What follows belongs to an exercise in optimizing a design on an open flow for small area and a short achievable clock period; a production flow would make more cautious choices.
At most, simulation tests tie the RTL to the original design; equivalence was not proved.
Only the layout flow was run in runs 5 and 6; the RTL was not checked for function there.
Power figures rest on the tool's default switching activity, not on a simulated workload.

$ cat flow/config.mk
export PLATFORM = sky130hd
export DESIGN_NAME = adress_checker
export DESIGN_NICKNAME = adress_checker
export VERILOG_FILES = /design/flow/design.v
export SDC_FILE = /design/flow/constraint.sdc
export NUM_CORES = 4
export LEC_CHECK = 0
export ABC_AREA = 1
export CAP_MARGIN = 20
export CORE_MARGIN = 2
export CORE_UTILIZATION = 60
export CTS_CLUSTER_DIAMETER = 100
export CTS_CLUSTER_SIZE = 25
export SETUP_SLACK_MARGIN = 3.4
export SLEW_MARGIN = 20
export TNS_END_PERCENT = 0
export DONT_USE_CELLS += sky130_fd_sc_hd__ha_1 sky130_fd_sc_hd__ha_2 sky130_fd_sc_hd__ha_4 sky130_fd_sc_hd__fa_1 sky130_fd_sc_hd__fa_2 sky130_fd_sc_hd__fa_4 sky130_fd_sc_hd__fah_1 sky130_fd_sc_hd__fahcin_1 sky130_fd_sc_hd__fahcon_1
export BUFFER_PORTS_ARGS = -buffer_cell sky130_fd_sc_hd__buf_2
$ cat flow/constraint.sdc
create_clock -name core_clock -period 7.5 [get_ports {clk}]
set_input_delay 1.5000 -clock core_clock [delete_from_list [all_inputs] [get_ports {clk}]]
set_output_delay 1.5000 -clock core_clock [all_outputs]
set_load 0.01 [all_outputs]
$ cat flow/design.v
`timescale 1ns / 1ps
module adress_checker(
    input clk,
    input rst,
    input [63:0] address,          
    input [63:0] size,             
    input valid,                   
    input [3:0] start,             
    input [3:0] complete,          
    output reg [1:0] dependency    
    );
reg [63:0] address_buffer [0:3];       
reg [63:0] end_plus1_buffer [0:3];     
reg [3:0] end_plus1_top;               
reg [3:0] busy;
reg [3:0] free;      
function lt64;
    input [63:0] x;
    input [63:0] y;
    reg [63:0] g, p;
    integer k, w;
    begin
        g = y & ~x;
        p = y | ~x;
        for (w = 32; w >= 1; w = w / 2)
            for (k = 0; k < w; k = k + 1) begin
                g[k] = g[2*k+1] | (p[2*k+1] & g[2*k]);
                p[k] = p[2*k+1] & p[2*k];
            end
        lt64 = g[0];
    end
endfunction
function [63:0] add64;
    input [63:0] x;
    input [63:0] y;
    reg [63:0] g, p;
    integer k, l, s;
    begin
        g = x & y;
        p = x ^ y;
        for (l = 0; l < 6; l = l + 1) begin
            s = 1 << l;
            for (k = 63; k >= 0; k = k - 1)
                if ((k & s) != 0) begin
                    g[k] = g[k] | (p[k] & g[(k & ~(2*s-1)) + s - 1]);
                    p[k] = p[k] & p[(k & ~(2*s-1)) + s - 1];
                end
        end
        add64 = (x ^ y) ^ {g[62:0], 1'b0};
    end
endfunction
wire [63:0] end_plus1 = add64(address, size);
wire end_plus1_is_top = ~|end_plus1;
reg [3:0] clash;
reg [3:0] take;
integer i;
always @(*) begin
    for (i = 0; i < 4; i = i + 1)
        clash[i] = busy[i]
                 & (end_plus1_top[i] | lt64(address, end_plus1_buffer[i]))
                 & (end_plus1_is_top | lt64(address_buffer[i], end_plus1));
    take[0] = ~busy[0];
    take[1] = busy[0] & ~busy[1];
    take[2] = busy[0] & busy[1] & ~busy[2];
    take[3] = busy[0] & busy[1] & busy[2] & ~busy[3];
end
always @(posedge clk) begin
    for (i = 0; i < 4; i = i + 1) begin
        address_buffer[i] <= (address_buffer[i] & {64{busy[i]}}) | (address & {64{free[i]}});
        end_plus1_buffer[i] <= (end_plus1_buffer[i] & {64{busy[i]}}) | (end_plus1 & {64{free[i]}});
        end_plus1_top[i] <= (end_plus1_top[i] & busy[i]) | (end_plus1_is_top & free[i]);
    end
end
always @(posedge clk) begin
    if (~rst) begin
        busy <= 0;
        free <= 4'b1111;
        dependency <= 0;
    end
    else begin
        if (valid)
            dependency <= (&busy) ? 2'b11 : (|clash) ? 2'b01 : 2'b00;
        busy <= (busy & ~complete) | (take & {4{valid & ~|clash}});
        free <= ~((busy & ~complete) | (take & {4{valid & ~|clash}}));
    end
end
endmodule
$ cat flow/flow/run.sh
#!/bin/bash
# Standard ORFS layout (standard.sh) with two changes:
# - the half/full adder cells are don't-use, so Yosys leaves adder and
#   comparator logic to ABC instead of extracting ha/fa cells;
# - the port buffers that buffer_ports inserts are buf_2 cells.
set -e
cat >> config.mk <<'EOF'
export DONT_USE_CELLS += sky130_fd_sc_hd__ha_1 sky130_fd_sc_hd__ha_2 sky130_fd_sc_hd__ha_4 sky130_fd_sc_hd__fa_1 sky130_fd_sc_hd__fa_2 sky130_fd_sc_hd__fa_4 sky130_fd_sc_hd__fah_1 sky130_fd_sc_hd__fahcin_1 sky130_fd_sc_hd__fahcon_1
export BUFFER_PORTS_ARGS = -buffer_cell sky130_fd_sc_hd__buf_2
EOF
bash standard.sh > standard.log 2>&1
$ cat flow/standard.sh
#!/bin/bash
# synth_recipe.tcl (not shown) runs the flow's synth.tcl, then flattens the netlist and writes it again
# the make line also repeats each setting of config.mk as NAME=value (left out here)
make -C /OpenROAD-flow-scripts/flow DESIGN_CONFIG=/design/flow/config.mk WORK_HOME=/design/flow/orfs CLKGATE_MAP_FILE= SYNTH_SCRIPT=/design/flow/synth_recipe.tcl "${@:-finish}"
==> results of run 1 <==
[stage by stage]
step | setup WS [ns] | power [mW]
3_5_place_dp | 1.95 | 5.67
6_report | 3.20 | 7.65
2_1_floorplan | 3.36 | 5.09
5_1_grt | 3.00 | 8.04
3_3_place_gp | 1.97 | 5.63
4_1_cts | 3.36 | 7.40
[power by group through the flow]
| stage | sequential (mW) | combinational (mW) | clock, mW |
|---|---|---|---|
| after floorplan | 3.43 | 1.66 | 0 |
| after CTS | 3.41 | 2.44 | 1.55 |
| after detailed placement | 3.47 | 2.20 | 0 |
| after global placement | 3.47 | 2.17 | 0 |
| after global routing | 3.47 | 2.93 | 1.64 |
| final | 3.42 | 2.68 | 1.55 |
[layout make-up]
type	count	area [um2]	area share, %
Clock inverter	2	38.8	0.115
Sequential cell	526	10500	31.2
Multi-Input combinational cell	3171	17100	50.8
Clock buffer	26	629	1.86
Timing Repair Buffer	296	2230	6.62
Tap cell	615	769	2.28
Inverter	620	2410	7.15
[logic make-up after synthesis]
group | Yosys count
DFF | 526
xor gates and xnor gates | 10
and+or+nand+nor | 2020
buffers and inverters | 818
AOI/OAI and AO/OA | 1124
[sequential cells by signal (all words and copies together) (netlist names)]
register	cells
dependency	2
busy	4
end_plus1_top	4
address_buffer	256
end_plus1_buffer	256
free	4
[routing by layer]
metal	vias to the layer above	routed length (um)	GRT usage, %
met3	238	7150	3.55
met1	14500	41000	48.4
met2	1270	44100	58.8
li1	15200	-	-
met4	0	4340	14.2
met5	-	0	0
[worst min-delay path, delay by kind of cell (launching register included)]
kind,cells,cell delay (ns)
AO/OA/AOI/OAI,1,0.06
AND/OR/NAND/NOR,1,0.05
flip-flops,1,0.33
[layout by cell type, fill, tap and decap left out, types with 19 or more instances in the layout]
cell,instances
nand2_1,1012
inv_1,530
dfxtp_1,522
o22ai_1,420
o21ai_0,390
nor2_1,345
nand3_1,196
buf_4,149
a21oi_1,138
nand2_2,136
buf_2,101
nand2_4,77
nor2_4,62
nor2_2,56
inv_2,46
nor3_1,31
a211oi_1,29
nand3_2,27
o221ai_1,26
clkbuf_16,25
o21ai_1,24
buf_6,24
a21oi_2,22
inv_4,19
[repair_timing]
item | 4_1_cts | 5_1_grt
gates cloned | 10 | 7
buffers inserted | 75 | 71
hold buffers | 0 | 0
pin swaps | 103 | 110
gates resized for setup | 335 | 222
endpoints found under the setup margin | 13 | 12
[worst max-delay path by stage]
stage | start | end | slack (ns) | cells past startpoint
5_1_grt | address[40] | dependency[0]$_SDFFE_PN0P_ | 3.00 | 29
6_report | address[40] | dependency[0]$_SDFFE_PN0P_ | 3.20 | 30
3_3_place_gp | address[2] | dependency[0]$_SDFFE_PN0P_ | 1.97 | 29
2_1_floorplan | address[17] | dependency[0]$_SDFFE_PN0P_ | 3.36 | 29
3_5_place_dp | address[18] | dependency[0]$_SDFFE_PN0P_ | 1.95 | 27
4_1_cts | address[16] | dependency[0]$_SDFFE_PN0P_ | 3.36 | 28
==> qor.txt, run 1 <==
Antenna Nets Post-Route: 0
Max-slew violation count: 0
PD cells: 227 nW/um2
Clk pin slew, worst setup/hold paths: 0.11 ns
Filler cells: 4,305
Netlist Area Pre-Place: 29,100 um2
GRT Total Usage: 35.7%
Core Area: 47,800 um2
Status: no timing/DRC/antenna violations
Drt wl/cell: 18.4 um
Sink Count: 526
Vias in the first global route: 27,400
Most common cell in the netlist: nand2_1
Synthesized area per cell: 6.47 um2
Clock Skews: 0.0281 ns
EDFF count, synth: 0
Via count: 31,200
RR Startpoint: busy[1]$_SDFF_PN0_
XOR/XNOR Fraction of Synth Area: 0.327%
Hold_sp: end_plus1_top[1]$_DFF_P_
WL final: 96.6 mm
Clk latency of the worst-skew pair: 0.60 ns
Peak VDD IR: 0.215 mV
CTS Root Cell: clkbuf_16
Int Power: 4.75 mW
Synthesized flop and latch total: 526
Global-route wire length before repair: 144 mm
Initial antenna violation count: 0
Sw power: 2.90 mW
Min Clock Period, post-route: 4.30 ns
Sw Share: 37.9%
Share of the synthesized area in the top cell type: 36.2%
Hold WC Path Type: reg -> reg
Io pins: 141
Cells after synthesis: 4,498
Placed cell area: 29,700 um2
Register area share after synthesis: 36.2%
Synth cell count leaders: nand2_1 (1,155), inv_1 (553), dfxtp_1 (526)
F_max: 233 MHz
Synth area leader: dfxtp_1
H-tree depth: 1
Placed insts: 5,065
Fin util: 70.6%
Mux cell area share after synthesis: 0%
CP max FO: 8
Die Area: 50,300 um2
MaxCap Viol Count: 0
Worst-Margin Slew: 1.04 ns
Unrepaired setup endpoints after global routing: true
Ys Warns: 3
Drc violations: 0
Antenna diode count: 0
Worst path slowest cell: nor3_1
Crit path arrival time: 4.84 ns
Non-filler instance count after layout: 5,256
Largest net degree at the start of global routing: 81
Site row count: 80
Max incr delay on CP: 0.27 ns
Hold depth: 2
Final setup TNS: 0 ns
Complex-gate fraction of the synthesized area: 22.5%
CP Buf/Inv Count: 5
CP Class: in -> reg
Gate power share: 35.0%
Worst setup EP type: flip-flop
Fin crit share: 57.3%
Fin area: 33,800 um2
Initial core utilization: 60.8%
Die boundary height: 224 um
Asr flop ratio synth: 0%
Initial DRC count: 3,049
Hold Worst Slack: 0.473 ns
Worst-case reg-to-reg path depth: 10
Largest family of logic cells by synthesized area: simple AND/OR/NAND/NOR gates
Kind of cell adding the most delay to the critical path: simple AND/OR/NAND/NOR gates
Adder-Cell Fraction of Synth Area: 0%
WP data required: 8.04 ns
Lkg Pwr: 15.9 nW
WHS Endpoint: end_plus1_top[1]$_DFF_P_
Top cells by area, synth: dfxtp_1 (36%), nand2_1 (15%), o22ai_1 (9.0%)
DRT Pass-1 Iters: 9
Syn Nets: 4,637
Rel. slew slack: 30.8%
Layout area overhead: 16.0%
CTS tree: done
Primary FF master, synth: dfxtp_1
Final #Nets: 4,779
Yosys cell types: 56
Seq pwr share: 44.7%
Port Buf Inserts: 136
Share of post-route cells with drive strength above 1: 18.3%
DPL Wire Length: 59.2 mm
Register-to-register setup slack: 4.25 ns
Die X: 224 um
Simple-gate share of the synthesized area: 29.6%
Max clock buf depth: 3
Final setup violation count: 0
Grt ovf: 0
Clk pwr share: 20.3%
CTS buffer count: 25
Final RePlAce weighted congestion: 0.895
Final Hold Fails: 0
Worst Setup Start Kind: input pin
Vias/cell: 5.93
R2r endpoint: dependency[0]$_SDFFE_PN0P_
==> inputs of run 2 (changes only) <==
--- a/flow/config.mk
+++ b/flow/config.mk
@@ -11,7 +11,7 @@
 export CORE_UTILIZATION = 60
 export CTS_CLUSTER_DIAMETER = 100
 export CTS_CLUSTER_SIZE = 25
-export SETUP_SLACK_MARGIN = 3.4
+export SETUP_SLACK_MARGIN = 3.2
 export SLEW_MARGIN = 20
 export TNS_END_PERCENT = 0
 export DONT_USE_CELLS += sky130_fd_sc_hd__ha_1 sky130_fd_sc_hd__ha_2 sky130_fd_sc_hd__ha_4 sky130_fd_sc_hd__fa_1 sky130_fd_sc_hd__fa_2 sky130_fd_sc_hd__fa_4 sky130_fd_sc_hd__fah_1 sky130_fd_sc_hd__fahcin_1 sky130_fd_sc_hd__fahcon_1
==> run 2 against run 1 <==
Worst setup slack worse by 0.090 ns. Worst hold slack about the same. Global-route usage down 1.2 points. Sequential cell count unchanged.
==> qor.txt, run 2 <==
Status: no timing/DRC/antenna violations
DPL Wire Length: 59.3 mm
Cells after synthesis: 4,498
Synthesized area per cell: 6.47 um2
Vias/cell: 5.84
CTS tree: done
Via count: 29,900
Peak VDD IR: 0.209 mV
Port Buf Inserts: 136
Sink Count: 526
Die boundary height: 224 um
Layout area overhead: 6.55%
Max-slew violation count: 0
CP Class: in -> reg
F_max: 228 MHz
Hold-fix buffers, CTS: 0
Top cells by area, synth: dfxtp_1 (36%), nand2_1 (15%), o22ai_1 (9.0%)
Ys Warns: 3
Rel. slew slack: 30.7%
PD cells: 236 nW/um2
Vias in the first global route: 26,300
Worst-Margin Slew: 1.04 ns
Primary FF master, synth: dfxtp_1
DRT Pass-1 Iters: 6
Drt wl/cell: 17.5 um
Antenna Nets Post-Route: 0
Worst setup EP type: flip-flop
WL final: 89.6 mm
CP max FO: 10
Crit path arrival time: 4.89 ns
Final #Nets: 4,639
Initial antenna violation count: 0
Mux cell area share after synthesis: 0%
Core Area: 47,800 um2
Register area share after synthesis: 36.2%
Max clock buf depth: 3
Largest family of logic cells by synthesized area: simple AND/OR/NAND/NOR gates
CTS Root Cell: clkbuf_16
Share of post-route cells with drive strength above 1: 10.4%
Most common cell in the netlist: nand2_1
Die Area: 50,300 um2
Clk latency of the worst-skew pair: 0.61 ns
Syn Nets: 4,637
Lkg Pwr: 14.7 nW
Filler cells: 4,625
Io pins: 141
Simple-gate share of the synthesized area: 29.6%
WP data required: 8.00 ns
CTS buffer count: 25
XOR/XNOR Fraction of Synth Area: 0.327%
Antenna diode count: 0
Synth area leader: dfxtp_1
EDFF count, synth: 0
Final Hold Fails: 0
Max incr delay on CP: 0.23 ns
GRT Total Usage: 34.5%
Die X: 224 um
Worst Setup Start Kind: input pin
Initial core utilization: 60.8%
Commonest non-fill, non-tap cell in the layout: nand2_1
Most frequent cells in the layout: nand2_1 (1,129), inv_1 (542), dfxtp_1 (522), o22ai_1 (420), nor2_1 (402)
Registers with the most flip-flops: address_buffer (256), end_plus1_buffer (256)
Fin crit share: 58.5%
Global-route wire length before repair: 140 mm
Hold WC Path Type: reg -> reg
Complex-gate fraction of the synthesized area: 22.5%
Grt ovf: 0
Initial DRC count: 2,734
Worst path slowest cell: buf_2
Final RePlAce weighted congestion: 0.898
Clk pin slew, worst setup/hold paths: 0.10 ns
Largest net degree at the start of global routing: 98
Netlist Area Pre-Place: 29,100 um2
MaxCap Viol Count: 0
Clock Skews: 0.0239 ns
Hold Worst Slack: 0.473 ns
Synthesized flop and latch total: 526
Unrepaired setup endpoints after global routing: true
Crit-path most repeated cell: nand2_1
Asr flop ratio synth: 0%
Adder-Cell Fraction of Synth Area: 0%
Share of the synthesized area in the top cell type: 36.2%
Synth cell count leaders: nand2_1 (1,155), inv_1 (553), dfxtp_1 (526)
Drc violations: 0
H-tree depth: 1
Yosys cell types: 56
Final setup violation count: 0
Final setup TNS: 0 ns
Min Clock Period, post-route: 4.39 ns
Site row count: 80
run 2: cell counts after synthesis:
Identical to the previous run, type by type.
run 2: critical path, delay by kind of cell:
kind	cells	cell delay, ns
buf+inv	3	0.50
simple gates	27	2.75
compound gates	1	0.10
run 2: repair_timing:
item | 4_1_cts | 5_1_grt
pin swaps | 15 | 6
cloned | 5 | 0
endpoints found under the setup margin | 9 | 9
gates resized for setup | 88 | 24
buffers inserted | 8 | 8
run 2: cells by family after synthesis:
group           count (synthesis)
compound gates               1124
xor+xnor                       10
buf+inv                       818
flops                         526
simple gates                 2020
run 2: final cells by class:
cell class                      instances  area, um2  share of cell area, %
Tap cell                              615        769                   2.48
Clock inverter                          3       33.8                  0.109
Inverter                              620       2370                   7.66
Timing Repair Buffer                  168        956                   3.08
Clock buffer                           26        629                   2.03
Multi-Input combinational cell       3159      15700                   50.7
Sequential cell                       526      10500                   34.0
run 2: per-stage QoR:
stage               setup slack, ns  utilization [%]  cells  instance area (um2)  power [mW]
CTS                            3.20             64.5   5109                30900        7.26
floorplan                      3.36                -   4498                29100        5.09
finish                         3.11             64.8   5117                31000        7.32
global route                   2.89             64.8   5117                31000        7.72
global placement               1.99             62.1   5067                29700        5.64
detailed placement             1.98             62.1   5067                29700        5.68
run 2: path summary, 6_finish.rpt:
kind                                        to  slack (ns)                    startpoint  depth (start not counted)
setup / recovery    dependency[0]$_SDFFE_PN0P_        3.11                   address[19]                         31
setup reg to reg    dependency[0]$_SDFFE_PN0P_        4.16            busy[1]$_SDFF_PN0_                         10
hold / removal    address_buffer[3][1]$_DFF_P_        0.47  address_buffer[3][1]$_DFF_P_                          2
hold reg to reg   address_buffer[3][1]$_DFF_P_        0.47  address_buffer[3][1]$_DFF_P_                          2
run 2: layer usage:
| layer | vias up | share of wire [%] | GRT usage (%) | routed length (um) |
|---|---|---|---|---|
| met2 | 1065 | 46 | 57.4 | 40800 |
| met5 | - | 0 | 0 | 0 |
| met3 | 155 | 6.3 | 2.73 | 5650 |
| li1 | 14900 | - | - | - |
| met4 | 0 | 3.2 | 10.9 | 2860 |
| met1 | 13800 | 45 | 47.8 | 40200 |
run 2: where the power goes:
group | switching (mW) | leakage, nW | internal (mW) | total [mW]
logic | 1.58 | 9.96 | 0.765 | 2.34
registers | 0.215 | 4.43 | 3.20 | 3.42
clock network | 0.945 | 0.326 | 0.612 | 1.56
total | 2.74 | 14.7 | 4.58 | 7.32
==> inputs of run 3 (changes only) <==
--- a/flow/config.mk
+++ b/flow/config.mk
@@ -13,6 +13,6 @@
 export CTS_CLUSTER_SIZE = 25
 export SETUP_SLACK_MARGIN = 3.2
 export SLEW_MARGIN = 20
-export TNS_END_PERCENT = 0
+export TNS_END_PERCENT = 10
 export DONT_USE_CELLS += sky130_fd_sc_hd__ha_1 sky130_fd_sc_hd__ha_2 sky130_fd_sc_hd__ha_4 sky130_fd_sc_hd__fa_1 sky130_fd_sc_hd__fa_2 sky130_fd_sc_hd__fa_4 sky130_fd_sc_hd__fah_1 sky130_fd_sc_hd__fahcin_1 sky130_fd_sc_hd__fahcon_1
 export BUFFER_PORTS_ARGS = -buffer_cell sky130_fd_sc_hd__buf_2
==> run 3 against run 2 <==
Still clean on timing, DRC and antenna. Synthesized area did not move. Clock-buffer cell count did not move. Sequential share of layout area did not move. Combinational power barely moved. Clock skew did not move. Final area did not move. Critical path depth did not move. Wire length did not move. Worst setup slack did not move. Maximum frequency did not move. Die area did not move. Critical endpoint unchanged. Highest routed layer unchanged.
==> qor.txt, run 3 <==
Met1 Use GR: 47.8%
Commonest non-fill, non-tap cell in the layout: nand2_1
Unrepaired setup endpoints after global routing: true
DRT Pass-1 Iters: 6
Synth cell count leaders: nand2_1 (1,155), inv_1 (553), dfxtp_1 (526)
Status: no timing/DRC/antenna violations
DPL Wire Length: 59.3 mm
Synthesized area per cell: 6.47 um2
Max-slew violation count: 0
Tot Pwr: 7.32 mW
Placed cell area: 29,700 um2
Filler cells: 4,625
Layer with the highest usage: met2
MaxCap Viol Count: 0
Vias/cell: 5.84
Initial DRC count: 2,734
Initial antenna violation count: 0
CP Class: in -> reg
Top cells by area, synth: dfxtp_1 (36%), nand2_1 (15%), o22ai_1 (9.0%)
Drc violations: 0
Drt wl/cell: 17.5 um
Die Area: 50,300 um2
CP max FO: 10
Fin area: 31,000 um2
WL final: 89.6 mm
PD cells: 236 nW/um2
Cells after synthesis: 4,498
Crit path arrival time: 4.89 ns
Site row count: 80
Yosys cell types: 56
Worst-Margin Slew: 1.04 ns
Rel. slew slack: 30.7%
Share of the synthesized area in the top cell type: 36.2%
Primary FF master, synth: dfxtp_1
Final setup violation count: 0
Vias in the first global route: 26,300
F_max: 228 MHz
Core Area: 47,800 um2
Hold WC Path Type: reg -> reg
Global Route met3 Usage: 2.73%
Initial core utilization: 60.8%
Ys Warns: 3
Registers with the most flip-flops: address_buffer (256), end_plus1_buffer (256)
Final #Nets: 4,639
Synth area leader: dfxtp_1
Final WS setup: 3.11 ns
Die X: 224 um
Peak VDD IR: 0.209 mV
Worst path slowest cell: buf_2
H-tree depth: 1
Die boundary height: 224 um
Most frequent cells in the layout: nand2_1 (1,129), inv_1 (542), dfxtp_1 (522), o22ai_1 (420), nor2_1 (402)
Sink Count: 526
Antenna Nets Post-Route: 0
CTS Root Cell: clkbuf_16
WP data required: 8.00 ns
Final RePlAce weighted congestion: 0.898
Hold-fix buffers, CTS: 0
Port Buf Inserts: 136
Netlist Area Pre-Place: 29,100 um2
Placement Setup Slack: 1.98 ns
CTS tree: done
Fin crit share: 58.5%
Grt ovf: 0
Synthesized flop and latch total: 526
Final setup TNS: 0 ns
Syn Nets: 4,637
GR Util met2: 57.4%
Global-route wire length before repair: 140 mm
Final Hold Fails: 0
Share of post-route cells with drive strength above 1: 10.4%
Clk pin slew, worst setup/hold paths: 0.10 ns
Register area share after synthesis: 36.2%
Worst setup EP type: flip-flop
Worst Setup Start Kind: input pin
Clock Skews: 0.0239 ns
Io pins: 141
Largest net degree at the start of global routing: 98
Crit-path most repeated cell: nand2_1
Clk latency of the worst-skew pair: 0.61 ns
Lkg Pwr: 14.7 nW
Via count: 29,900
EDFF count, synth: 0
Layout area overhead: 6.55%
Antenna diode count: 0
Most common cell in the netlist: nand2_1
Max incr delay on CP: 0.23 ns
Max clock buf depth: 3
GRT Total Usage: 34.5%
CTS buffer count: 25
Min Clock Period, post-route: 4.39 ns
Asr flop ratio synth: 0%
==> run 3: cell counts after synthesis <==
No cell type changed its count.
==> run 3: worst paths after layout <==
check | startpoint | end | slack, ns | cells past startpoint
max | address[19] | dependency[0]$_SDFFE_PN0P_ | 3.11 | 31
min | address_buffer[3][1]$_DFF_P_ | address_buffer[3][1]$_DFF_P_ | 0.47 | 2
max reg2reg | busy[1]$_SDFF_PN0_ | dependency[0]$_SDFFE_PN0P_ | 4.16 | 10
min reg2reg | address_buffer[3][1]$_DFF_P_ | address_buffer[3][1]$_DFF_P_ | 0.47 | 2
==> run 3: cell type report <==
type                       count  area, um2  area share [%]
clock buffer                  26        629            2.03
clock inverter                 3       33.8           0.109
inverter                     620       2370            7.66
multi-input combinational   3159      15700            50.7
sequential                   526      10500            34.0
tap                          615        769            2.48
timing repair buffer         168        956            3.08
==> run 3: report_power, final <==
group          internal, mW  switching [mW]  total (mW)
clock                 0.612           0.945        1.56
combinational         0.765            1.58        2.34
sequential             3.20           0.215        3.42
total                  4.58            2.74        7.32
==> run 3: repair_timing <==
item / 4_1_cts / 5_1_grt
endpoints found under the hold margin: 0 / 0
pin swaps: 15 / 6
setup buffers: 8 / 8
endpoints found under the setup margin: 9 / 9
gates resized for setup: 88 / 24
gates cloned: 5 / 0
==> run 3: critical path, delay by kind of cell <==
| family | cells | cell delay, ns |
|---|---|---|
| AO/OA/AOI/OAI | 1 | 0.10 |
| buffers and inverters | 3 | 0.50 |
| AND/OR/NAND/NOR | 27 | 2.75 |
==> run 3: stage by stage <==
step           hold slack, ns  instances  util [%]
3_3_place_gp            0.442       5067      62.1
3_5_place_dp            0.443       5067      62.1
4_1_cts                 0.470       5109      64.5
5_1_grt                 0.494       5117      64.8
6_report                0.473       5117      64.8
2_1_floorplan           0.425       4498         -
==> run 3: logic make-up (layout without fill, tap and decap cells) <==
| family | after synthesis | count (layout) | share of synthesized area, % |
|---|---|---|---|
| and+or+nand+nor | 2020 | 2025 | 29.6 |
| AOI/OAI and AO/OA | 1124 | 1124 | 22.5 |
| buffers and inverters | 818 | 817 | 11.4 |
| DFF | 526 | 526 | 36.2 |
| xor gates and xnor gates | 10 | 10 | 0.327 |
==> run 3: layer usage <==
| layer | vias up | wire length [um] |
|---|---|---|
| met5 | - | 0 |
| met4 | 0 | 2860 |
| met3 | 155 | 5650 |
| met2 | 1065 | 40800 |
| met1 | 13800 | 40200 |
| li1 | 14900 | - |
==> inputs of run 4 (changes only) <==
==> flow/flow/run.sh (replaced) <==
#!/bin/bash
# Standard ORFS layout (standard.sh) with two changes:
# - the half/full adder cells are don't-use, so Yosys leaves adder and
#   comparator logic to ABC instead of extracting ha/fa cells;
# - the port buffers that buffer_ports inserts are buf_4 cells.
set -e
cat >> config.mk <<'EOF'
export DONT_USE_CELLS += sky130_fd_sc_hd__ha_1 sky130_fd_sc_hd__ha_2 sky130_fd_sc_hd__ha_4 sky130_fd_sc_hd__fa_1 sky130_fd_sc_hd__fa_2 sky130_fd_sc_hd__fa_4 sky130_fd_sc_hd__fah_1 sky130_fd_sc_hd__fahcin_1 sky130_fd_sc_hd__fahcon_1
export BUFFER_PORTS_ARGS = -buffer_cell sky130_fd_sc_hd__buf_4
EOF
bash standard.sh > standard.log 2>&1
--- a/flow/config.mk
+++ b/flow/config.mk
@@ -15,4 +15,4 @@
 export SLEW_MARGIN = 20
 export TNS_END_PERCENT = 10
 export DONT_USE_CELLS += sky130_fd_sc_hd__ha_1 sky130_fd_sc_hd__ha_2 sky130_fd_sc_hd__ha_4 sky130_fd_sc_hd__fa_1 sky130_fd_sc_hd__fa_2 sky130_fd_sc_hd__fa_4 sky130_fd_sc_hd__fah_1 sky130_fd_sc_hd__fahcin_1 sky130_fd_sc_hd__fahcon_1
-export BUFFER_PORTS_ARGS = -buffer_cell sky130_fd_sc_hd__buf_2
+export BUFFER_PORTS_ARGS = -buffer_cell sky130_fd_sc_hd__buf_4
==> run 4 against run 3 <==
Total power increased by 0.62%. Maximum frequency is 0.37% higher. Die area did not move. Clock-buffer cell count fell by 1. Utilization up 1.4 points. Combinational power rose by 3%. Sequential power about the same. Cell count grew 0.31%. Non-clock buffer count increased by 14. Highest routed layer unchanged. Worst setup slack improved by 0.016 ns. Worst hold slack worse by 0.0094 ns. Sequential cell count did not move. Still clean.
==> qor.txt, run 4 <==
Final WS setup: 3.13 ns
Vias/cell: 5.83
MaxCap Viol Count: 0
Register-to-register setup slack: 4.45 ns
Non-filler instance count after layout: 5,133
Max incr delay on CP: 0.19 ns
Die X: 224 um
Crit-path most repeated cell: nand2_1
CP Class: in -> reg
Sw Share: 37.3%
CP max FO: 11
Syn Nets: 4,637
Placed cell area: 30,000 um2
GRT Total Usage: 34.6%
Drt wl/cell: 17.5 um
Placement Setup Slack: 1.89 ns
Die boundary height: 224 um
Synthesized area per cell: 6.47 um2
Io pins: 141
Peak VDD IR: 0.187 mV
Ys Warns: 3
Clock Skews: 0.0219 ns
CTS Root Cell: clkbuf_16
Asr flop ratio synth: 0%
Hold Worst Slack: 0.463 ns
Hold WC Path Type: reg -> reg
Yosys cell types: 56
Fin crit share: 58.3%
Final setup violation count: 0
Unrepaired setup endpoints after global routing: true
Global-route wire length before repair: 141 mm
Worst path slowest cell: nand2_8
Primary FF master, synth: dfxtp_1
Final #Nets: 4,656
Gate power share: 32.7%
CTS tree: done
Core Area: 47,800 um2
Register area share after synthesis: 36.2%
Placed insts: 5,065
Synthesized flop and latch total: 526
DPL Wire Length: 59.1 mm
Layout area overhead: 8.86%
Most common cell in the netlist: nand2_1
Grt ovf: 0
Sw power: 2.75 mW
Largest net degree at the start of global routing: 95
Initial antenna violation count: 0
H-tree depth: 1
Int Power: 4.62 mW
WL final: 89.8 mm
WP data required: 8.00 ns
Clk pin slew, worst setup/hold paths: 0.10 ns
Commonest non-fill, non-tap cell in the layout: nand2_1
Fin util: 66.2%
Clk pwr share: 20.9%
Vias in the first global route: 26,500
Tot Pwr: 7.37 mW
Fin area: 31,700 um2
Cells after synthesis: 4,498
Worst setup EP type: flip-flop
Antenna Nets Post-Route: 0
Most frequent cells in the layout: nand2_1 (1,109), inv_1 (540), dfxtp_1 (522), o22ai_1 (420), nor2_1 (393)
Sink Count: 526
Via count: 29,900
Synth area leader: dfxtp_1
Registers with the most flip-flops: address_buffer (256), end_plus1_buffer (256)
CTS buffer count: 25
Seq pwr share: 46.4%
Crit path arrival time: 4.87 ns
Final RePlAce weighted congestion: 0.908
Site row count: 80
Initial DRC count: 2,761
EDFF count, synth: 0
Min Clock Period, post-route: 4.37 ns
Netlist Area Pre-Place: 29,100 um2
Synth cell count leaders: nand2_1 (1,155), inv_1 (553), dfxtp_1 (526)
Lkg Pwr: 15.0 nW
Port Buf Inserts: 136
Status: no timing/DRC/antenna violations
Clk latency of the worst-skew pair: 0.60 ns
Worst-Margin Slew: 1.15 ns
Rel. slew slack: 23.6%
DRT Pass-1 Iters: 6
Antenna diode count: 0
Top cells by area, synth: dfxtp_1 (36%), nand2_1 (15%), o22ai_1 (9.0%)
F_max: 229 MHz
Drc violations: 0
Max-slew violation count: 0
Final Hold Fails: 0
Max clock buf depth: 3
Worst Setup Start Kind: input pin
Die Area: 50,300 um2
Share of the synthesized area in the top cell type: 36.2%
Final setup TNS: 0 ns
Initial core utilization: 60.8%
Share of post-route cells with drive strength above 1: 11.8%
PD cells: 233 nW/um2
-- run 4: cell counts after synthesis --
No cell type changed its count.
-- run 4: area by class of cell --
type                       count  area, um2
tap                          615        769
sequential                   526      10500
fill                        4592      16200
clock buffer                  25        626
clock inverter                 3       37.5
timing repair buffer         182       1380
multi-input combinational   3162      15900
inverter                     620       2390
-- run 4: cells by family (layout without fill, tap and decap cells) --
kind of cell	Yosys count	after routing	synth area share, %
AO/OA/AOI/OAI	1124	1124	22.5
XOR/XNOR	10	10	0.327
buffers and inverters	818	830	11.4
flip-flops	526	526	36.2
AND/OR/NAND/NOR	2020	2028	29.6
-- run 4: routing by layer --
layer  share of wire, %  global-route usage [%]  vias up  wire [um]
li1                   -                       -    14900          -
met1                 45                    47.5    13800      40100
met2                 46                    57.5     1016      40900
met3                6.3                    3.06      172       5680
met4                3.4                    11.7        0       3090
met5                  0                       0        -          0
-- run 4: critical path, delay by kind of cell --
family	cells	cell delay, ns
AOI/OAI and AO/OA	1	0.11
buffers and inverters	3	0.34
and+or+nand+nor	26	2.90
-- run 4: repair_timing --
item,in CTS,in global routing
hold buffers,0,0
buffers inserted,16,16
resized for setup,100,73
pin swaps,20,25
cloned,5,3
endpoints found under the setup margin,9,9
-- run 4: power by group through the flow --
stage | Combinational (mW) | Clock, mW | Sequential [mW]
after floorplan | 1.66 | 0 | 3.43
after global placement | 2.19 | 0 | 3.46
after detailed placement | 2.22 | 0 | 3.47
after CTS | 2.31 | 1.55 | 3.41
after global routing | 2.68 | 1.64 | 3.47
final | 2.41 | 1.54 | 3.42
-- run 4: final timing paths --
check	depth (start not counted)	startpoint	endpoint
hold reg to reg	2	end_plus1_buffer[0][0]$_DFF_P_	end_plus1_buffer[0][0]$_DFF_P_
setup reg to reg	20	end_plus1_buffer[0][1]$_DFF_P_	dependency[0]$_SDFFE_PN0P_
setup / recovery	30	address[4]	dependency[0]$_SDFFE_PN0P_
hold / removal	2	end_plus1_buffer[0][0]$_DFF_P_	end_plus1_buffer[0][0]$_DFF_P_
==> inputs of run 5 (changes only) <==
--- a/flow/design.v
+++ b/flow/design.v
@@ -13,7 +13,6 @@
 reg [63:0] end_plus1_buffer [0:3];     
 reg [3:0] end_plus1_top;               
 reg [3:0] busy;
-reg [3:0] free;      
 function lt64;
     input [63:0] x;
     input [63:0] y;
@@ -66,22 +65,22 @@
 end
 always @(posedge clk) begin
     for (i = 0; i < 4; i = i + 1) begin
-        address_buffer[i] <= (address_buffer[i] & {64{busy[i]}}) | (address & {64{free[i]}});
-        end_plus1_buffer[i] <= (end_plus1_buffer[i] & {64{busy[i]}}) | (end_plus1 & {64{free[i]}});
-        end_plus1_top[i] <= (end_plus1_top[i] & busy[i]) | (end_plus1_is_top & free[i]);
+        if (~busy[i]) begin
+            address_buffer[i] <= address;
+            end_plus1_buffer[i] <= end_plus1;
+            end_plus1_top[i] <= end_plus1_is_top;
+        end
     end
 end
 always @(posedge clk) begin
     if (~rst) begin
         busy <= 0;
-        free <= 4'b1111;
         dependency <= 0;
     end
     else begin
         if (valid)
             dependency <= (&busy) ? 2'b11 : (|clash) ? 2'b01 : 2'b00;
         busy <= (busy & ~complete) | (take & {4{valid & ~|clash}});
-        free <= ~((busy & ~complete) | (take & {4{valid & ~|clash}}));
     end
 end
 endmodule
==> flow/flow/run.sh (replaced) <==
#!/bin/bash
# Standard ORFS layout (standard.sh) with two changes:
# - the half/full adder cells are don't-use, so Yosys leaves adder and
#   comparator logic to ABC instead of extracting ha/fa cells;
# - the port buffers that buffer_ports inserts are buf_2 cells.
set -e
cat >> config.mk <<'EOF'
export DONT_USE_CELLS += sky130_fd_sc_hd__ha_1 sky130_fd_sc_hd__ha_2 sky130_fd_sc_hd__ha_4 sky130_fd_sc_hd__fa_1 sky130_fd_sc_hd__fa_2 sky130_fd_sc_hd__fa_4 sky130_fd_sc_hd__fah_1 sky130_fd_sc_hd__fahcin_1 sky130_fd_sc_hd__fahcon_1
export BUFFER_PORTS_ARGS = -buffer_cell sky130_fd_sc_hd__buf_2
EOF
bash standard.sh > standard.log 2>&1
--- a/flow/config.mk
+++ b/flow/config.mk
@@ -15,4 +15,4 @@
 export SLEW_MARGIN = 20
 export TNS_END_PERCENT = 10
 export DONT_USE_CELLS += sky130_fd_sc_hd__ha_1 sky130_fd_sc_hd__ha_2 sky130_fd_sc_hd__ha_4 sky130_fd_sc_hd__fa_1 sky130_fd_sc_hd__fa_2 sky130_fd_sc_hd__fa_4 sky130_fd_sc_hd__fah_1 sky130_fd_sc_hd__fahcin_1 sky130_fd_sc_hd__fahcon_1
-export BUFFER_PORTS_ARGS = -buffer_cell sky130_fd_sc_hd__buf_4
+export BUFFER_PORTS_ARGS = -buffer_cell sky130_fd_sc_hd__buf_2
==> run 5 against run 4 <==
Utilization is 2.3 points higher. Wire length is 15% lower. Still clean on timing, DRC and antenna. Critical path type unchanged. Combinational power is 19% lower. Synthesized area is 1.5% higher. Largest power group unchanged. Clock power is 3% lower. Clock-buffer cell count is 9 higher. First-iteration DRC count is 23% lower. Sequential share of layout area is 14 points higher.
==> qor.txt, run 5 <==
Status: no timing/DRC/antenna violations
Crit-path most repeated cell: nand2_1
CTS tree: done
DRT Pass-1 Iters: 6
EDFF count, synth: 516
Most frequent cells in the layout: nand2_1 (969), edfxtp_1 (516), inv_1 (418), nor2_1 (365), nand3_1 (233)
Placement Setup Slack: 1.91 ns
Antenna Nets Post-Route: 0
Asr flop ratio synth: 0%
Netlist Area Pre-Place: 29,500 um2
Hold Worst Slack: 0.553 ns
Rel. slew slack: 30.5%
Die boundary height: 226 um
Most common cell in the netlist: nand2_1
Register-to-register setup slack: 4.65 ns
Lkg Pwr: 15.0 nW
Worst setup path endpoint: busy[2]$_SDFF_PN0_
WP data required: 8.01 ns
Peak VDD IR: 0.185 mV
Final RePlAce weighted congestion: 0.872
Worst path slowest cell: nand2_8
Core Area: 48,700 um2
Die X: 226 um
Filler cells: 3,920
Final setup violation count: 0
Hold_sp: dependency[1]$_SDFFE_PN0P_
Crit. path cell count: 31
MaxCap Viol Count: 0
Clk pin slew, worst setup/hold paths: 0.10 ns
Commonest non-fill, non-tap cell in the layout: nand2_1
CP Class: in -> reg
RR Startpoint: end_plus1_buffer[2][1]$_DFFE_PN_
Unrepaired setup endpoints after global routing: true
Largest net degree at the start of global routing: 77
Max incr delay on CP: 0.20 ns
Crit path arrival time: 4.80 ns
Fin util: 68.5%
Registers with the most flip-flops: address_buffer (256), end_plus1_buffer (256)
Worst Setup Start Kind: input pin
CP Buf/Inv Count: 4
Worst-Margin Slew: 1.04 ns
Vias in the first global route: 23,300
Yosys cell types: 61
Site row count: 81
PD cells: 217 nW/um2
R2r endpoint: busy[2]$_SDFF_PN0_
Grt ovf: 0
Clk latency of the worst-skew pair: 0.59 ns
Hold WC Path Type: reg -> reg
Antenna diode count: 0
Initial antenna violation count: 1
Synthesized area per cell: 8.31 um2
Initial core utilization: 60.6%
Drt wl/cell: 17.3 um
Via count: 25,300
WL final: 76.4 mm
Top cells by area, synth: edfxtp_1 (52%), nand2_1 (13%), inv_1 (5.6%)
Max-slew violation count: 0
Fin crit share: 57.2%
Final WS setup: 3.21 ns
Layout area overhead: 13.0%
Primary FF master, synth: edfxtp_1
Share of the synthesized area in the top cell type: 52.5%
Synth area leader: edfxtp_1
CTS buffer count: 24
Min Clock Period, post-route: 4.29 ns
Port Buf Inserts: 136
Worst-case reg-to-reg path depth: 19
Final #Nets: 3,889
Share of post-route cells with drive strength above 1: 17.6%
Cells after synthesis: 3,553
GRT Total Usage: 28.9%
F_max: 233 MHz
Final setup TNS: 0 ns
CP max FO: 9
DPL Wire Length: 53.0 mm
H-tree depth: 1
Io pins: 141
Register area share after synthesis: 52.9%
Ys Warns: 3
Global-route wire length before repair: 116 mm
Max clock buf depth: 3
CTS Root Cell: clkbuf_16
Worst setup EP type: flip-flop
Kind of cell adding the most delay to the critical path: simple AND/OR/NAND/NOR gates
Sink Count: 522
Synth cell count leaders: nand2_1 (1,058), edfxtp_1 (516), inv_1 (440)
Die Area: 51,000 um2
Initial DRC count: 2,115
Crit. Startpoint: address[3]
Vias/cell: 5.72
Synthesized flop and latch total: 522
Syn Nets: 3,692
Clock Skews: 0.0187 ns
Drc violations: 0
Final Hold Fails: 0
## run 5: cell types whose count changed after synthesis, sizes merged, moves of 15 or more
cell,previous run,this run
a21oi,167,137
dfxtp,526,6
inv,605,465
nand2,1223,1159
o221ai,26,8
buf,69,19
edfxtp,0,516
or2,11,37
o21ai,417,171
o22ai,420,58
nor2,464,449
nand3,230,265
clkbuf,129,6
## run 5: how the worst min path moves through the flow
stage	to	slack (ns)	cells after the start
2_1_floorplan	dependency[1]$_SDFFE_PN0P_	0.48	2
3_3_place_gp	dependency[1]$_SDFFE_PN0P_	0.51	2
3_5_place_dp	dependency[1]$_SDFFE_PN0P_	0.52	2
4_1_cts	dependency[1]$_SDFFE_PN0P_	0.55	2
5_1_grt	dependency[1]$_SDFFE_PN0P_	0.58	2
6_report	dependency[1]$_SDFFE_PN0P_	0.55	2
## run 5: where the power goes
part	total (mW)	internal, mW	switching [mW]
clock	1.50	0.617	0.885
sequential	3.79	3.63	0.163
combinational	1.96	0.630	1.33
## run 5: final cells by class
| cell class | instances | area, um2 | share of cell area (%) |
|---|---|---|---|
| multi-input cells | 2545 | 13200 | 39.7 |
| flip-flops and latches | 522 | 15600 | 46.8 |
| inverters | 470 | 1820 | 5.45 |
| well taps | 664 | 831 | 2.49 |
| clock buffers | 34 | 659 | 1.98 |
| clock inverters | 1 | 5.00 | 0.0150 |
| repair buffers | 187 | 1200 | 3.61 |
## run 5: through the flow
stage,area [um2],total power [mW],std cells
final,33400,7.26,4423
after detailed placement,30900,5.58,4332
after floorplan,29500,5.05,3553
after global routing,33400,7.62,4423
after CTS,32300,7.13,4394
after global placement,30900,5.50,4332
## run 5: logic make-up (layout without fill, tap and decap cells)
logic type	after synthesis	in the layout	synth area share, %
simple gates	2030	2039	30.1
flops	522	522	52.9
compound gates	498	498	10.1
xor+xnor	8	8	0.288
buf+inv	495	692	6.63
## run 5: worst min-delay path, cell delays in order, from the launching register on
cell and delay (ns):
dfxtp_1 0.33, o21ai_0 0.08, a21oi_1 0.11
## run 5: layer usage
metal  routed length [um]  track usage (%)  part of all wire (%)
met3                 4860             2.33                   6.4
met4                 1680             7.78                   2.2
met1                33800             41.2                    44
met5                    0                0                     0
met2                36100             48.1                    47
## run 5: repair_timing
item	4_1_cts	5_1_grt
gates resized for setup	129	251
endpoints found under the setup margin	9	5
pin swaps	45	81
gates cloned	5	4
hold buffers	0	0
setup buffers	22	25
==> inputs of run 6 (changes only) <==
--- a/flow/design.v
+++ b/flow/design.v
@@ -13,6 +13,7 @@
 reg [63:0] end_plus1_buffer [0:3];     
 reg [3:0] end_plus1_top;               
 reg [3:0] busy;
+reg [3:0] free;      
 function lt64;
     input [63:0] x;
     input [63:0] y;
@@ -50,14 +51,15 @@
 endfunction
 wire [63:0] end_plus1 = add64(address, size);
 wire end_plus1_is_top = ~|end_plus1;
+reg [3:0] early;      
 reg [3:0] clash;
 reg [3:0] take;
 integer i;
 always @(*) begin
-    for (i = 0; i < 4; i = i + 1)
-        clash[i] = busy[i]
-                 & (end_plus1_top[i] | lt64(address, end_plus1_buffer[i]))
-                 & (end_plus1_is_top | lt64(address_buffer[i], end_plus1));
+    for (i = 0; i < 4; i = i + 1) begin
+        early[i] = busy[i] & (end_plus1_top[i] | lt64(address, end_plus1_buffer[i]));
+        clash[i] = early[i] & (end_plus1_is_top | lt64(address_buffer[i], end_plus1));
+    end
     take[0] = ~busy[0];
     take[1] = busy[0] & ~busy[1];
     take[2] = busy[0] & busy[1] & ~busy[2];
@@ -65,22 +67,22 @@
 end
 always @(posedge clk) begin
     for (i = 0; i < 4; i = i + 1) begin
-        if (~busy[i]) begin
-            address_buffer[i] <= address;
-            end_plus1_buffer[i] <= end_plus1;
-            end_plus1_top[i] <= end_plus1_is_top;
-        end
+        address_buffer[i] <= (address_buffer[i] & {64{busy[i]}}) | (address & {64{free[i]}});
+        end_plus1_buffer[i] <= (end_plus1_buffer[i] & {64{busy[i]}}) | (end_plus1 & {64{free[i]}});
+        end_plus1_top[i] <= (end_plus1_top[i] & busy[i]) | (end_plus1_is_top & free[i]);
     end
 end
 always @(posedge clk) begin
     if (~rst) begin
         busy <= 0;
+        free <= 4'b1111;
         dependency <= 0;
     end
     else begin
-        if (valid)
-            dependency <= (&busy) ? 2'b11 : (|clash) ? 2'b01 : 2'b00;
-        busy <= (busy & ~complete) | (take & {4{valid & ~|clash}});
+        dependency[1] <= valid ? (&busy) : dependency[1];
+        dependency[0] <= (valid & (&busy)) | (valid & |clash) | (~valid & dependency[0]);
+        busy <= (busy & ~complete) | ((take & {4{valid}}) & {4{~|clash}});
+        free <= ~((busy & ~complete) | ((take & {4{valid}}) & {4{~|clash}}));
     end
 end
 endmodule
==> run 6 against run 5 <==
Clock-buffer cell count fell by 8. Register-to-register slack lost 0.40 ns. Cell count grew 18%. Combinational power grew 31%. Total power up 3.6%. Clock power increased by 5%. Largest cell class is now multi-input gates. Worst setup slack got worse by 0.047 ns. Non-clock buffer count grew 75. Worst hold slack lost 0.086 ns. Critical path type unchanged. Critical endpoint is now busy[1]$_SDFF_PN0_. Critical path depth unchanged.
==> qor.txt, run 6 <==
Status: no timing/DRC/antenna violations
Layer with the highest usage: met2
H-tree depth: 1
Final setup violation count: 0
Final setup TNS: 0 ns
Final #Nets: 4,743
Cells after synthesis: 4,509
Lkg Pwr: 15.7 nW
Initial DRC count: 3,171
Most frequent cells in the layout: nand2_1 (1,013), inv_1 (556), dfxtp_1 (522), o22ai_1 (421)
Io pins: 141
Crit-path most repeated cell: nor2_4
Fin area: 33,100 um2
Share of the synthesized area in the top cell type: 36.4%
Clock Skews: 0.0286 ns
Core Area: 47,600 um2
Initial core utilization: 60.7%
Vias in the first global route: 26,800
Unrepaired setup endpoints after global routing: true
WP data required: 8.00 ns
Final Hold Fails: 0
MaxCap Viol Count: 0
Die Area: 50,000 um2
Top cells by area, synth: dfxtp_1 (36%), nand2_1 (15%), o22ai_1 (9.1%)
Final RePlAce weighted congestion: 0.904
Ys Warns: 3
Layout area overhead: 14.4%
WL final: 95.7 mm
Die X: 224 um
Placement Setup Slack: 1.66 ns
Initial antenna violation count: 0
CTS buffer count: 25
CP Buf/Inv Count: 6
Worst-Margin Slew: 1.12 ns
F_max: 231 MHz
Hold Worst Slack: 0.468 ns
Drc violations: 0
CTS Root Cell: clkbuf_16
GRT Total Usage: 35.5%
Largest net degree at the start of global routing: 92
Grt ovf: 0
GR Util met2: 56.7%
Final WS setup: 3.17 ns
Rel. slew slack: 25.1%
Most common cell in the netlist: nand2_1
Synth area leader: dfxtp_1
Min Clock Period, post-route: 4.33 ns
Asr flop ratio synth: 0%
Area of the multi-input gates: 16,800 um2
Worst setup EP type: flip-flop
Registers with the most flip-flops: address_buffer (256), end_plus1_buffer (256)
DPL Wire Length: 60.4 mm
DRT Pass-1 Iters: 6
Kind of cell adding the most delay to the critical path: simple AND/OR/NAND/NOR gates
Syn Nets: 4,648
Peak VDD IR: 0.250 mV
Worst Setup Start Kind: input pin
Synthesized flop and latch total: 526
Yosys cell types: 54
Synth cell count leaders: nand2_1 (1,153), inv_1 (576), dfxtp_1 (526)
Share of post-route cells with drive strength above 1: 15.9%
Port Buf Inserts: 136
Vias/cell: 5.93
Met1 Use GR: 49.5%
PD cells: 227 nW/um2
Clk latency of the worst-skew pair: 0.61 ns
Filler cells: 4,335
Hold WC Path Type: reg -> reg
Register area share after synthesis: 36.4%
Die boundary height: 224 um
Crit path arrival time: 4.84 ns
Fin crit share: 57.8%
Max incr delay on CP: 0.20 ns
Antenna Nets Post-Route: 0
Global-route wire length before repair: 142 mm
Global Route met3 Usage: 5.29%
Drt wl/cell: 18.3 um
Clk pin slew, worst setup/hold paths: 0.10 ns
Commonest non-fill, non-tap cell in the layout: nand2_1
CP Class: in -> reg
Antenna diode count: 0
EDFF count, synth: 0
Max-slew violation count: 0
Netlist Area Pre-Place: 28,900 um2
Worst path slowest cell: nand2_8
Site row count: 80
Max clock buf depth: 3
Synthesized area per cell: 6.42 um2
CTS tree: done
Reg area: 10,500 um2
Via count: 31,000
CP max FO: 8
Placed cell area: 29,500 um2
Sink Count: 526
Primary FF master, synth: dfxtp_1
-- run 6: cell types whose count changed in the layout (fill, tap and decap cells not counted), sizes merged, moves of 20 or more --
cell / change
dfxtp: +520
edfxtp: -516
o22ai: +363
o21ai: +238
inv: +150
buf: +67
nand2: +47
a21oi: +39
nand3: -29
or2: -22
nor2: +20
-- run 6: report_power, final --
| part | leakage [nW] | internal, mW | switching, mW | total [mW] |
|---|---|---|---|---|
| Sequential | 4.43 | 3.18 | 0.202 | 3.39 |
| Combinational | 10.9 | 0.882 | 1.69 | 2.57 |
| Clock | 0.325 | 0.612 | 0.953 | 1.57 |
-- run 6: cells by family after synthesis --
| logic type | count (synthesis) | share of synthesized area (%) |
|---|---|---|
| AOI/OAI and AO/OA | 1133 | 22.8 |
| xor gates and xnor gates | 14 | 0.450 |
| buffers and inverters | 833 | 11.5 |
| DFF | 526 | 36.4 |
| and+or+nand+nor | 2003 | 28.9 |
-- run 6: tightest hold or removal path: stages, from the launching register on --
cell,delay [ns]
dfxtp_1,0.34
nand2_1,0.04
o21ai_0,0.06
-- run 6: stage by stage --
stage / total power [mW] / cells / utilization (%)
global placement: 5.54 / 5069 / 62.0
global route: 7.90 / 5220 / 69.5
finish: 7.52 / 5220 / 69.5
floorplan: 4.99 / 4509 / -
detailed placement: 5.58 / 5069 / 62.0
CTS: 7.18 / 5128 / 65.0
-- run 6: worst paths after layout --
check	from	end	slack, ns	cells past startpoint
hold / removal	end_plus1_buffer[0][0]$_DFF_P_	end_plus1_buffer[0][0]$_DFF_P_	0.47	2
setup / recovery	address[14]	busy[1]$_SDFF_PN0_	3.17	31
setup reg to reg	busy[1]$_SDFF_PN0_	busy[1]$_SDFF_PN0_	4.25	9
hold reg to reg	end_plus1_buffer[0][0]$_DFF_P_	end_plus1_buffer[0][0]$_DFF_P_	0.47	2
-- run 6: layout make-up --
type,instances,area share (%)
multi-input cells,3162,50.7
flip-flops and latches,526,31.8
inverters,627,7.30
repair buffers,262,5.83
well taps,615,2.32
clock buffers,26,1.90
clock inverters,2,0.117
-- run 6: per-layer routing --
layer | part of all wire, % | wire (um)
met1 | 43 | 41200
met2 | 44 | 42200
met3 | 9.6 | 9140
met4 | 3.3 | 3120
met5 | 0 | 0
-- run 6: repair_timing --
action | CTS | global route
gates resized for setup | 125 | 401
pin swaps | 24 | 117
hold buffers | 0 | 0
setup buffers | 26 | 85
gates cloned | 5 | 7
endpoints found under the setup margin | 13 | 11
hold endpoints to repair | 0 | 0
==> inputs of run 7 (changes only) <==
--- a/flow/design.v
+++ b/flow/design.v
@@ -51,15 +51,14 @@
 endfunction
 wire [63:0] end_plus1 = add64(address, size);
 wire end_plus1_is_top = ~|end_plus1;
-reg [3:0] early;      
 reg [3:0] clash;
 reg [3:0] take;
 integer i;
 always @(*) begin
-    for (i = 0; i < 4; i = i + 1) begin
-        early[i] = busy[i] & (end_plus1_top[i] | lt64(address, end_plus1_buffer[i]));
-        clash[i] = early[i] & (end_plus1_is_top | lt64(address_buffer[i], end_plus1));
-    end
+    for (i = 0; i < 4; i = i + 1)
+        clash[i] = busy[i]
+                 & (end_plus1_top[i] | lt64(address, end_plus1_buffer[i]))
+                 & (end_plus1_is_top | lt64(address_buffer[i], end_plus1));
     take[0] = ~busy[0];
     take[1] = busy[0] & ~busy[1];
     take[2] = busy[0] & busy[1] & ~busy[2];
@@ -79,10 +78,10 @@
         dependency <= 0;
     end
     else begin
-        dependency[1] <= valid ? (&busy) : dependency[1];
-        dependency[0] <= (valid & (&busy)) | (valid & |clash) | (~valid & dependency[0]);
-        busy <= (busy & ~complete) | ((take & {4{valid}}) & {4{~|clash}});
-        free <= ~((busy & ~complete) | ((take & {4{valid}}) & {4{~|clash}}));
+        if (valid)
+            dependency <= (&busy) ? 2'b11 : (|clash) ? 2'b01 : 2'b00;
+        busy <= (busy & ~complete) | (take & {4{valid & ~|clash}});
+        free <= ~((busy & ~complete) | (take & {4{valid & ~|clash}}));
     end
 end
 endmodule
==> flow/run.sh (new file) <==
#!/bin/bash
# synth_recipe.tcl (not shown) runs the flow's synth.tcl, then flattens the netlist and writes it again
# the make line also repeats each setting of config.mk as NAME=value (left out here)
make -C /OpenROAD-flow-scripts/flow DESIGN_CONFIG=/design/flow/config.mk WORK_HOME=/design/flow/orfs CLKGATE_MAP_FILE= SYNTH_SCRIPT=/design/flow/synth_recipe.tcl finish
--- a/flow/config.mk
+++ b/flow/config.mk
@@ -14,5 +14,3 @@
 export SETUP_SLACK_MARGIN = 3.2
 export SLEW_MARGIN = 20
 export TNS_END_PERCENT = 10
-export DONT_USE_CELLS += sky130_fd_sc_hd__ha_1 sky130_fd_sc_hd__ha_2 sky130_fd_sc_hd__ha_4 sky130_fd_sc_hd__fa_1 sky130_fd_sc_hd__fa_2 sky130_fd_sc_hd__fa_4 sky130_fd_sc_hd__fah_1 sky130_fd_sc_hd__fahcin_1 sky130_fd_sc_hd__fahcon_1
-export BUFFER_PORTS_ARGS = -buffer_cell sky130_fd_sc_hd__buf_2
removed: flow/flow/run.sh
removed: flow/standard.sh
==> run 7 against run 6 <==
Still clean. Maximum frequency fell by 12%. Total power grew 1.8%. Sequential share of layout area up 1.2 points. Worst hold slack lost 0.0018 ns. Largest cell class unchanged. Largest power group unchanged. Highest routed layer unchanged.
==> qor.txt, run 7 <==
Status: no timing/DRC/antenna violations
Crit path arrival time: 5.40 ns
Initial core utilization: 60.7%
WP data required: 8.00 ns
Share of post-route cells with drive strength above 1: 7.98%
Area of the multi-input gates: 16,000 um2
CP Class: in -> reg
Crit-path most repeated cell: nand2_2
Grt ovf: 0
Hold Worst Slack: 0.466 ns
Clk latency of the worst-skew pair: 0.59 ns
Worst-Margin Slew: 1.12 ns
Vias/cell: 6.01
Global-route wire length before repair: 144 mm
Die Area: 49,800 um2
Initial DRC count: 2,830
Final #Nets: 4,556
Vias in the first global route: 26,900
Die boundary height: 223 um
Max incr delay on CP: 0.55 ns
Final setup TNS: 0 ns
Yosys cell types: 54
RR Startpoint: end_plus1_buffer[3][59]$_DFF_P_
Netlist Area Pre-Place: 28,800 um2
GRT Total Usage: 36.0%
Io pins: 141
Min Clock Period, post-route: 4.90 ns
XOR/XNOR Fraction of Synth Area: 0.0911%
DPL Wire Length: 62.0 mm
Clk pin slew, worst setup/hold paths: 0.11 ns
Cells after synthesis: 4,322
Worst Setup Start Kind: input pin
Reg area: 10,500 um2
EDFF count, synth: 0
Initial antenna violation count: 1
Final setup violation count: 0
Asr flop ratio synth: 0%
Commonest non-fill, non-tap cell in the layout: nand2_1
Complex-gate fraction of the synthesized area: 22.1%
CTS tree: done
Most common cell in the netlist: nand2_1
Max-slew violation count: 0
Unrepaired setup endpoints after global routing: true
Sink Count: 526
CTS Root Cell: clkbuf_16
H-tree depth: 1
Drt wl/cell: 18.6 um
Primary FF master, synth: dfxtp_1
WL final: 92.2 mm
Die X: 223 um
Drc violations: 0
Port Buf Inserts: 136
Worst-case reg-to-reg path depth: 13
Adder-Cell Fraction of Synth Area: 3.11%
Clock Skews: 0.0264 ns
Ys Warns: 3
Hold_sp: end_plus1_top[1]$_DFF_P_
Most frequent cells in the layout: nand2_1 (1,001), inv_1 (593), dfxtp_1 (522), o22ai_1 (449), o21ai_0 (349)
Synthesized area per cell: 6.67 um2
Worst setup EP type: flip-flop
Hold WC Path Type: reg -> reg
Final RePlAce weighted congestion: 0.905
Rel. slew slack: 25.6%
CP max FO: 5
Register area share after synthesis: 36.5%
Register-to-register setup slack: 4.47 ns
R2r endpoint: free[2]$_SDFF_PN1_
Core Area: 47,500 um2
Antenna Nets Post-Route: 0
Registers with the most flip-flops: address_buffer (256), end_plus1_buffer (256)
CTS buffer count: 25
Largest net degree at the start of global routing: 86
Syn Nets: 4,529
Top cells by area, synth: dfxtp_1 (37%), nand2_1 (14%), o22ai_1 (9.7%)
F_max: 204 MHz
Fin util: 67.1%
Mux cell area share after synthesis: 0%
Max clock buf depth: 3
MaxCap Viol Count: 0
DRT Pass-1 Iters: 6
Simple-gate share of the synthesized area: 27.1%
Antenna diode count: 0
Share of the synthesized area in the top cell type: 36.5%
Fin crit share: 65.3%
Lkg Pwr: 14.9 nW
Largest family of logic cells by synthesized area: simple AND/OR/NAND/NOR gates
Site row count: 80
Synth area leader: dfxtp_1
Synthesized flop and latch total: 526
PD cells: 240 nW/um2
Final Hold Fails: 0
Hold depth: 2
Worst path slowest cell: fa_2
WHS Endpoint: end_plus1_top[1]$_DFF_P_
Synth cell count leaders: nand2_1 (1,043), inv_1 (604), dfxtp_1 (526)
Peak VDD IR: 0.176 mV
Via count: 29,800
Layout area overhead: 10.6%
Filler cells: 4,437
## run 7: cell count changes in the layout (fill, tap and decap cells not counted), moves of 36 or more
cell and change:
dlygate4sd2_1 +36, nor2_4 -43, nor2_1 -94, nand2_2 -49, buf_2 -91, nand2_4 -48
clkdlybuf4s50_1 +60, nand4_1 +39, nand3_1 +55, buf_4 -69, inv_1 +37
## run 7: report_power, final
group	internal [mW]	total (mW)	switching (mW)	leakage, nW
logic	0.891	2.64	1.75	10.1
registers	3.24	3.46	0.225	4.44
clock network	0.621	1.56	0.935	0.331
## run 7: cell families after synthesis
| kind of cell | after synthesis |
|---|---|
| flops | 526 |
| buf+inv | 816 |
| simple gates | 1827 |
| compound gates | 1082 |
| xor+xnor | 3 |
| fa+ha+maj | 68 |
## run 7: timing repair
action,CTS,global route
hold endpoints to repair,0,0
buffers inserted,17,12
pin swaps,52,39
resized for setup,267,91
hold buffers,0,0
setup endpoints to repair,137,13
gates cloned,1,0
## run 7: final cells by class
class,count,area share (%)
multi-input cells,2981,50.1
repair buffers,182,4.79
inverters,633,7.52
clock inverters,2,0.122
clock buffers,26,2.00
well taps,615,2.41
flip-flops and latches,526,33.0
## run 7: metrics by stage
stage | setup slack (ns) | std cells | cell area [um2] | power (mW)
after floorplan | 2.51 | 4322 | 28800 | 5.26
after global placement | 0.838 | 4907 | 30300 | 5.93
after detailed placement | 0.828 | 4907 | 30300 | 5.98
after CTS | 2.65 | 4953 | 31800 | 7.57
after global routing | 2.39 | 4965 | 31900 | 8.09
final | 2.60 | 4965 | 31900 | 7.66
## run 7: how the worst max path moves through the flow
stage	startpoint	to	slack, ns	cells past startpoint
floorplan	address[0]	busy[0]$_SDFF_PN0_	2.51	36
global placement	address[1]	busy[0]$_SDFF_PN0_	0.84	35
detailed placement	address[1]	busy[0]$_SDFF_PN0_	0.83	35
CTS	size[0]	busy[0]$_SDFF_PN0_	2.65	36
global route	size[0]	busy[0]$_SDFF_PN0_	2.39	36
finish	address[23]	busy[0]$_SDFF_PN0_	2.60	31
## run 7: routing by layer
layer | routed length [um] | track usage, %
met3 | 6960 | 3.07
met2 | 42500 | 60.3
met4 | 3180 | 11.9
met5 | 0 | 0
met1 | 39500 | 49.2
## run 7: critical path, delay by kind of cell
family,cells,cell delay [ns]
AND/OR/NAND/NOR,24,2.37
adder cells (fa/ha/maj),2,0.85
buffers and inverters,3,0.36
AO/OA/AOI/OAI,2,0.33

==> static timing again, ports no longer ideal <==
The results above use ideal ports. As a check the final layouts listed here were re-extracted and re-timed, cells and wires unchanged.
Step 1: set_driving_cell puts a clkbuf_16 on clk and a buf_2 on each other input, an assumption about the parent block.
Step 2 times the ports against the registers' clock, not the clock port: input delays grow and output delays shrink by t, the midpoint of the rising clock arrivals with the driver on.
Three values: no drivers, after step 1, after step 2; two values: the first two.
run | t (ns) | setup WS [ns] | worst setup path after step 2
run 1 | 0.647 | 3.200 / 3.242 / 2.595 | input to register
run 2 | 0.655 | 3.110 / 3.148 / 2.492 | input to register
run 3 | 0.655 | 3.110 / 3.148 / 2.492 | input to register
run 4 | 0.655 | 3.126 / 3.163 / 2.508 | input to register
run 5 | 0.640 | 3.213 / 3.245 / 2.605 | input to register
run 6 | 0.660 | 3.167 / 3.199 / 2.539 | input to register
run 7 | 0.643 | 2.602 / 2.626 / 1.983 | input to register
After both steps every run listed still meets setup and hold. For run 6, which loses most, drivers alone change the setup slack by +0.032 ns; drivers and shift together by -0.628 ns.
